From an optimization exercise on the open Yosys and OpenROAD flow, aimed at small area and a short achievable clock period; shortcuts taken in it are not production practice.
RTL that was checked went through simulation tests only; none was proved equivalent to the original.
Power is estimated from default activity; no workload was simulated.

## rev 12
Design main, start of the top module:
module main(
    input CLK67MHZ,
    input sckPort,
    input mosiPort,
    input sselPort,
    input resetPort,
    output upPort,
    output downPort
    );
    wire clk = CLK67MHZ;
    wire reset = resetPort;
    wire [39:0] data;
    wire        chg;
    wire        sr40;
    getOmega omega(clk, sckPort, mosiPort, sselPort, data, chg, sr40);
    wire [15:0] kl;
    wire [12:0] kp;
    wire [13:0] km;
    wire [3:0]  od, od_nx;
    bitShifter bs(clk, chg, data, sr40, kl, kp, km, od, od_nx);
    wire en, en_nx, en_nr, en_rst;
    clkDivider getClk(clk, reset, od_nx, en, en_nx, en_nr, en_rst);
    wire [1:0] sdOut;
    sigma_delta_twopiece sigma_delta_twopiece(clk, reset, en, en_nr, en_rst, kl, kp, km, sdOut);
    reg d1, up_r, dn_r;
    always @(posedge clk) begin
        d1   <= sdOut[0];
        up_r <= ~(d1 & sdOut[0]);
        dn_r <= ~(d1 | sdOut[0]);
    end
    assign upPort = up_r;
    assign downPort = dn_r;
endmodule
For scale: ~2100 cells after synthesis, about 0.019 mm² of cells after synthesis.
clock: 10.0 ns
lec_check: 0
abc_area: 1
cap_margin: 20
core_margin: 2
core_utilization: 40
cts_cluster_diameter: 120
cts_cluster_size: 24
slew_margin: 20
tns_end_percent: 10
standard.sh (not shown) runs the stock make flow with config.mk's settings and CLKGATE_MAP_FILE= SYNTH_SCRIPT=/design/flow/synth_recipe.tcl, a recipe that flattens the netlist after the stock synthesis.
==> flow/flow/run.sh <==
#!/bin/bash
set -euo pipefail
bash standard.sh SETUP_SLACK_MARGIN=7.2 finish > flow_standard.log 2>&1
Rev 12 closes out successfully: all stages finished, all timing, DRC and antenna checks passed.
[inputs] rev 13 vs rev 12
Settings: TNS_END_PERCENT now 5, was 10.
==> flow/flow/run.sh <==
#!/bin/bash
set -euo pipefail
bash standard.sh SETUP_SLACK_MARGIN=7.0 finish > flow_standard.log 2>&1
[summary]
- When rev 13 is measured against rev 12, its worst-case vdd ir drop turns out about 4% lower.
- Looking at rev 13 and rev 12, the count of multi-input gates is a wash.
- Compared with rev 12, rev 13 shows a lower wire length of the first global-routing pass.
- Max sequential fraction of total cell area across rev 13 and rev 12: rev 13
- Area occupied by registers of rev 13 is on par with rev 12.
- Run comparison: rev 13 leading cell type in the layout, fill and taps excluded sky130_fd_sc_hd__nand2_1; rev 12 leading cell type in the layout, fill and taps excluded sky130_fd_sc_hd__nor2_1
- Between rev 12 and rev 13, the flow reports length of routed wiring on met1 increasing slightly.
- Library cell contributing the largest single delay on the critical path = sky130_fd_sc_hd__dfxtp_1: rev 12; library cell contributing the largest single delay on the critical path = sky130_fd_sc_hd__dfxtp_2: rev 13
- The final layout from rev 13, which completed every stage, passed the timing, design-rule and antenna checks at the end of the flow.
- Rev 13 against rev 12: worst setup margin -0.0071 ns, maximum frequency ~0 delta, power share of the combinational group -0.8 points.
Function was not checked in any run of this note: the RTL went through the layout flow alone.

========
Another version of the RTL of main (not shown whole).
For scale: about 7 I/O pins, about 19000 sq um of cells after synthesis.
Settings: LEC_CHECK=0, CAP_MARGIN=20, CORE_MARGIN=2, CORE_UTILIZATION=40, SLEW_MARGIN=20; clock period 10.0 ns.
==> flow/flow/run.sh <==
#!/bin/bash
set -euo pipefail
bash standard.sh SETUP_SLACK_MARGIN=7 finish > flow_standard.log 2>&1
Edit:
==> flow/flow/run.sh (replaced) <==
#!/bin/bash
set -euo pipefail
bash standard.sh SETUP_SLACK_MARGIN=6.6 finish > flow_standard.log 2>&1
ABC_AREA = 1   (was unset)
What happened: The new run finished with timing, DRC and antenna clean. Worst setup slack improved by 0.44 ns. Non-clock buffer count went down by 76. Final cell count rises by about 12%. Sequential share of layout area rises by 2.4 points. Cell area goes down by 6.6%. Via count rises by 7.2%. Total power went down by about 11%.
Edit:
==> flow/flow/run.sh (replaced) <==
#!/bin/bash
set -euo pipefail
bash standard.sh SETUP_SLACK_MARGIN=7.2 finish > flow_standard.log 2>&1
Outcome: Worst hold slack is about the same. Fmax rises by 5.8%. Final cell count rises by 2.2%. Wire length rises by 5.7%. Worst setup slack gains 0.17 ns. Utilization rises by 2.8 points. Synthesized area stays the same.

========
## build 71
Another version of the RTL of main (not shown whole).
For scale: ~2200 cells after synthesis, ~350 flip-flops, roughly 7 I/O pins, about 19000 µm² of cells after synthesis.
Design main, start of the top module:
module main(
    input CLK67MHZ,
    input sckPort,
    input mosiPort,
    input sselPort,
    input resetPort,
    output upPort,
    output downPort
    );
clock: 10.0 ns
lec_check: 0
abc_area: 1
cap_margin: 20
core_margin: 2
core_utilization: 40
cts_cluster_diameter: 120
cts_cluster_size: 24
place_density: 0.75
slew_margin: 20
tns_end_percent: 5
==> flow/flow/run.sh <==
#!/bin/bash
set -euo pipefail
bash standard.sh SETUP_SLACK_MARGIN=7.0 finish > flow_standard.log 2>&1
Build 71: no failed stages, no open violations at the end
Inputs modified between build 71 and build 53:
- a change of TNS_END_PERCENT from 5 to 10
- a change of CORE_UTILIZATION from 40 to 45
- a deleted PLACE_DENSITY that had been 0.75
==> flow/flow/run.sh <==
#!/bin/bash
set -euo pipefail
bash standard.sh SETUP_SLACK_MARGIN=7.2 finish > flow_standard.log 2>&1
--- outcome ---
In build 53, worst clock skew is higher than in build 71. In the route summary, build 53 ends up with a via count below that of build 71. Higher non-clock buffer share of cell area was reported by build 53, not build 71. Going from build 71 to build 53, the met1 demand-to-capacity share in global routing was found to have gone up by 5.0 points. Compared with build 71, in build 53 non-clock buffer count now larger, layout overhead on the synthesized area now larger, total detailed-routing wirelength now larger, final area now larger, post-layout worst setup margin now smaller. | portion of the clock cycle consumed by the worst path in the final layout | build 53 vs build 71 | ≈ equal |. On build 53: total of cells resized after clock tree synthesis is 28 higher than what build 71 gave.
Relative to build 53, the following input files were edited for build 92:
- a change of TNS_END_PERCENT from 10 to 5
- a change of CORE_UTILIZATION from 45 to 40
==> flow/flow/run.sh <==
#!/bin/bash
set -euo pipefail
bash standard.sh SETUP_SLACK_MARGIN=7.0 finish > flow_standard.log 2>&1
## What came out
Build 92 vs. build 53: routability congestion estimate now larger, DRC violations left comparable, worst IR drop on VDD now larger, final cell count now larger, final area now smaller. Side by side, final period demand of the worst path turned out higher in build 92 than in build 53.
Edits applied to the flow inputs when going from build 92 to build 18:
- putting SETUP_SLACK_MARGIN at 5 where nothing was set
- swapping 5 for 10 in TNS_END_PERCENT
==> flow/run.sh (new file) <==
#!/bin/bash
# synth_recipe.tcl (not shown) runs the flow's synth.tcl, then flattens the netlist and writes it again
# the make line also repeats each setting of config.mk as NAME=value (left out here)
make -C /OpenROAD-flow-scripts/flow DESIGN_CONFIG=/design/flow/config.mk WORK_HOME=/design/flow/orfs CLKGATE_MAP_FILE= SYNTH_SCRIPT=/design/flow/synth_recipe.tcl finish
removed: flow/flow/run.sh
removed: flow/standard.sh
==> comparison <==
- Total power draw (build 18 over build 92): decrease, 4.0%
- The pre-CTS setup slack of build 18 is lower than that of build 92.
- Layout multi-input combinational cell count of build 18 is on par with build 92.
- Against build 92, build 18 reports a number of antenna violations at the first check in global routing that is lower.
- Instance count on the critical path, build 18 and build 92: smaller value in build 92

[re-timing with driven ports]
The flow's constraints put no driver on any port. The routed layouts listed below were extracted and timed again, unchanged, in two steps.
Step 1 sets driving cells, clkbuf_16 on the clock port and buf_2 on the other inputs (assumed; they add their load-dependent delay and slew).
Step 2 adds t to the input delays and takes it off the output delays; t is the mean of the earliest and latest rising clock arrival at the registers after step 1. Input paths then give back, and output paths get back, about the clock's delay inside the block.
a / b / c = ideal / step 1 / step 2; a / b = the first two.
run	t, ns	setup slack, ns	worst data-port slew with drivers (ns)	cell pins on the clock port's net
rev 12	0.579	7.015 / 6.961 / 6.727	0.03	1
rev 13	0.586	7.008 / 6.956 / 6.491	0.03	1
the first run of note 2	0.617	6.386 / 6.386 / 5.903	0.14	1
the second run of note 2	0.626	6.822 / 6.767 / 6.263	0.03	1
the third run of note 2	0.627	6.996 / 6.937 / 6.705	0.03	1
build 71	0.575	7.030 / 6.979 / 6.540	0.03	1
build 53	0.587	7.027 / 6.976 / 6.538	0.03	1
build 92	0.592	7.023 / 6.966 / 6.510	0.03	1
build 18	0.583	6.314 / 6.314 / 6.310	0.03	1
After both steps setup and hold are still met in every run listed. The setup slack of the second run of note 2, which loses most, moves by -0.055 ns with the drivers and by -0.559 ns with both steps.
